This is an optimization exercise on Yosys and OpenROAD, whose aim is small area and a short achievable clock period, not a production implementation. Only simulation tests tie the RTL to the original design; equivalence was not proved. Power is estimated from default activity; no workload was simulated.

Setup of alpha:
## arm16_core
module arm16_core(
    input clk,
    input rst,
    output [15:0] mem_addr,
    input [15:0] mem_rdata,
    input [3:0] dbg_sel,
    output [15:0] dbg,
    output exec
    );
reg ex;
reg [15:0] ir;
reg [15:0] r0, r1, r2, r3, r4, r5, r6, r7;
assign exec = ex;
assign mem_addr = r7;
wire i_b = ir[15:13] == 3'b110;
wire i_alui = ir[15:14] == 2'b10;
wire i_a7 = i_b | (ir[15:11] == 5'b11100 & ir[7:4] == 4'b1111);
wire [2:0] i_op = i_alui ? ir[13:11] : i_b ? 3'd4 : ir[6:4];
wire i_anone = i_op == 3'd0 | i_op == 3'd2;   
wire i_breg = ir[15:13] == 3'b111 & ir[12:11] != 2'b00;
wire [7:0] asel = ~ex | i_a7 & ~i_anone ? 8'h80 : i_anone ? 8'h00 : 8'h01 << ir[10:8];
wire [7:0] bsel = ex & i_breg ? 8'h01 << ir[2:0] : 8'h00;
wire bk_lo = ex & (ir[15:14] != 2'b11 | i_b | ir[15:11] == 5'b11100);
wire bk_mid = ex & (ir[15:14] != 2'b11 | i_b);
wire bk_hi = ex & i_b;
wire inv = ex & (i_op == 3'd2 | i_op == 3'd6 | i_op == 3'd7);
wire cin = ex & i_op == 3'd6;
wire ar = ~ex | i_op[2];
wire la = ex & i_op == 3'd1;
wire [15:0] a;
regmux8 amux_(a, asel, r0, r1, r2, r3, r4, r5, r6, r7);
wire [15:0] b;
bmux bmux_(b, bsel, r0, r1, r2, r3, r4, r5, r6, r7,
  {{8{bk_hi}}, {4{bk_mid}}, {4{bk_lo}}}, {{8{ir[8]}}, ir[7:0]}, ex);
wire [15:0] y;
ALU alu_(y, a, b, inv, cin, ar, la);
wire [15:0] wd = rst ? 16'h0 : y;
wire [2:0] dst = i_alui ? ir[10:8] : 3'd7;
wire we = ex & ~rst;
always @(posedge clk) begin
  ex <= ~rst & ~ex;
  if (rst | ~ex) ir <= rst ? 16'h0 : mem_rdata;
  if (rst | we & dst == 3'd0) r0 <= wd;
  if (rst | we & dst == 3'd1) r1 <= wd;
  if (rst | we & dst == 3'd2) r2 <= wd;
  if (rst | we & dst == 3'd3) r3 <= wd;
  if (rst | we & dst == 3'd4) r4 <= wd;
  if (rst | we & dst == 3'd5) r5 <= wd;
  if (rst | we & dst == 3'd6) r6 <= wd;
  if (rst | ~ex | we & dst == 3'd7) r7 <= wd;
end
dbgmux dbg_(dbg, dbg_sel, r0, r1, r2, r3, r4, r5, r6, r7, ir);
endmodule
export LEC_CHECK = 0
export CAP_MARGIN = 20
export CORE_MARGIN = 2
export CORE_UTILIZATION = 40
export CTS_BUF_LIST = sky130_fd_sc_hd__clkbuf_8
export SETUP_SLACK_MARGIN = 4.3
export SLEW_MARGIN = 20
export SYNTH_HIERARCHICAL = 1
create_clock -name core_clock -period 8.5 [get_ports {clk}]
standard.sh (not shown) runs the stock make flow with config.mk's settings and CLKGATE_MAP_FILE= SYNTH_SCRIPT=/design/flow/synth_recipe.tcl, a recipe that flattens the netlist after the stock synthesis.
==> flow/flow/run.sh <==
#!/bin/bash
# Own layout flow: the standard flow (standard synthesis, ORFS steps), with
#  - port buffers of the smallest buffer cell (every port still gets one),
#  - CTS without dummy clock loads.
# Each ORFS step writes its own log under orfs/logs/; make's output goes to make_finish.log.
set -euo pipefail
cd "$(dirname "$0")/.."
export BUFFER_PORTS_ARGS="-buffer_cell sky130_fd_sc_hd__buf_1"
export CTS_ARGS="-sink_clustering_enable -repair_clock_nets -buf_list sky130_fd_sc_hd__clkbuf_8 -dont_use_dummy_load"
bash standard.sh finish > make_finish.log 2>&1
### alpha -> beta
-- flow/config.mk --
<<< alpha, line 11
export CTS_BUF_LIST = sky130_fd_sc_hd__clkbuf_8
export SETUP_SLACK_MARGIN = 4.3
export SLEW_MARGIN = 20
>>> beta, line 11
export CTS_BUF_LIST = sky130_fd_sc_hd__clkbuf_8
export SETUP_SLACK_MARGIN = 3.6
export SLEW_MARGIN = 20
Results
Die boundary width: beta vs alpha, no meaningful difference. For the routability congestion estimate, beta came in about 2.2% higher than alpha did. Comparing clock share of power for beta and alpha, the bigger number came from beta. Diff alpha -> beta: worst hold slack across all endpoints saw a decrease; non-clock buffer count fell 28%; cell internal power dissipation down 4.1%; post-layout instance area now sits lower. beta completed; timing, DRC and antenna clean.
Inputs modified between beta and gamma:
==> flow/run.sh (new file) <==
#!/bin/bash
# synth_recipe.tcl (not shown) runs the flow's synth.tcl, then flattens the netlist and writes it again
# the make line also repeats each setting of config.mk as NAME=value (left out here)
make -C /OpenROAD-flow-scripts/flow DESIGN_CONFIG=/design/flow/config.mk WORK_HOME=/design/flow/orfs CLKGATE_MAP_FILE= SYNTH_SCRIPT=/design/flow/synth_recipe.tcl finish
-- flow/config.mk --
<<< beta, line 11
export CTS_BUF_LIST = sky130_fd_sc_hd__clkbuf_8
export SETUP_SLACK_MARGIN = 3.6
export SLEW_MARGIN = 20
>>> gamma, line 11
export CTS_BUF_LIST = sky130_fd_sc_hd__clkbuf_8
export SETUP_SLACK_MARGIN = 4.3
export SLEW_MARGIN = 20
removed: flow/flow/run.sh
removed: flow/standard.sh
[summary]
For count of clock-buffer cells in the layout, beta and gamma come out practically identical. In gamma, portion of total power attributed to combinational logic is higher than in beta. Lower mean number of vias per cell goes to gamma over beta. gamma vs. beta: synthesized cell count held steady; relative area change from synthesis to final layout grew by 22 points. Compared with beta, gamma ends up with a larger final cell area. Die area came out exactly the same in gamma and beta. Non-clock buffer contribution to total cell area in gamma is 10 points above beta. Comparing total detailed-routing wirelength for gamma and beta, the bigger number came from gamma. Utilization is higher on gamma.
Modified inputs, delta compared to gamma
==> flow/flow/run.sh (new file) <==
#!/bin/bash
# Own layout flow: the standard flow (standard synthesis, ORFS steps), with
#  - port buffers of the smallest buffer cell (every port still gets one),
#  - CTS without dummy clock loads.
# Each ORFS step writes its own log under orfs/logs/; make's output goes to make_finish.log.
set -euo pipefail
cd "$(dirname "$0")/.."
export BUFFER_PORTS_ARGS="-buffer_cell sky130_fd_sc_hd__buf_1"
export CTS_ARGS="-sink_clustering_enable -repair_clock_nets -buf_list sky130_fd_sc_hd__clkbuf_8 -dont_use_dummy_load"
bash standard.sh finish > make_finish.log 2>&1
==> flow/standard.sh (new file) <==
#!/bin/bash
# synth_recipe.tcl (not shown) runs the flow's synth.tcl, then flattens the netlist and writes it again
# the make line also repeats each setting of config.mk as NAME=value (left out here)
make -C /OpenROAD-flow-scripts/flow DESIGN_CONFIG=/design/flow/config.mk WORK_HOME=/design/flow/orfs CLKGATE_MAP_FILE= SYNTH_SCRIPT=/design/flow/synth_recipe.tcl "${@:-finish}"
-- flow/config.mk --
<<< gamma, line 11
export CTS_BUF_LIST = sky130_fd_sc_hd__clkbuf_8
export SETUP_SLACK_MARGIN = 4.3
export SLEW_MARGIN = 20
>>> delta, line 11
export CTS_BUF_LIST = sky130_fd_sc_hd__clkbuf_8
export SETUP_SLACK_MARGIN = 3.0
export SLEW_MARGIN = 20
removed: flow/run.sh
[summary]
Looking at delta and gamma, the later-pin clock latency in the skew report is a wash.
On share of final-layout standard cells stronger than drive strength 1, the lower figure sits with delta, not gamma.
Cells: delta has fewer instances than gamma
Global-route wire length before repair (delta over gamma): decrease, 4700 um

==> afterwards: timing with drivers on the ports <==
The flow's constraints put no driver on any port. The routed layouts listed below were extracted and timed again, unchanged, in two steps. Step 1 assumes that a clkbuf_16 drives the clock port and a buf_2 every other input. Step 2 adds t to the input delays and takes it off the output delays; t is the mean of the earliest and latest rising clock arrival at the registers after step 1. Input paths then give back, and output paths get back, about the clock's delay inside the block. Slacks: ideal ports / drivers / drivers and shift; pairs: ideal ports / drivers.
| run | t, ns | slack for setup (ns) | hold WS [ns] | worst setup path after step 2 | worst data-port slew with drivers (ns) |
|---|---|---|---|---|---|
| alpha | 0.497 | 3.939 / 3.788 / 3.788 | 0.543 / 0.543 / 0.543 | input to output | 0.16 |
| beta | 0.483 | 3.591 / 3.560 / 3.560 | 0.539 / 0.539 / 0.539 | input to output | 0.03 |
| gamma | 0.502 | 3.841 / 3.718 / 3.718 | 0.583 / 0.583 / 0.583 | input to output | 0.16 |
| delta | 0.487 | 3.222 / 3.222 / 3.222 | 0.629 / 0.629 / 0.629 | register to register | 0.03 |
After both steps setup and hold are still met in every run listed. The setup slack of alpha, which loses most, moves by -0.151 ns with the drivers and by -0.151 ns with both steps.
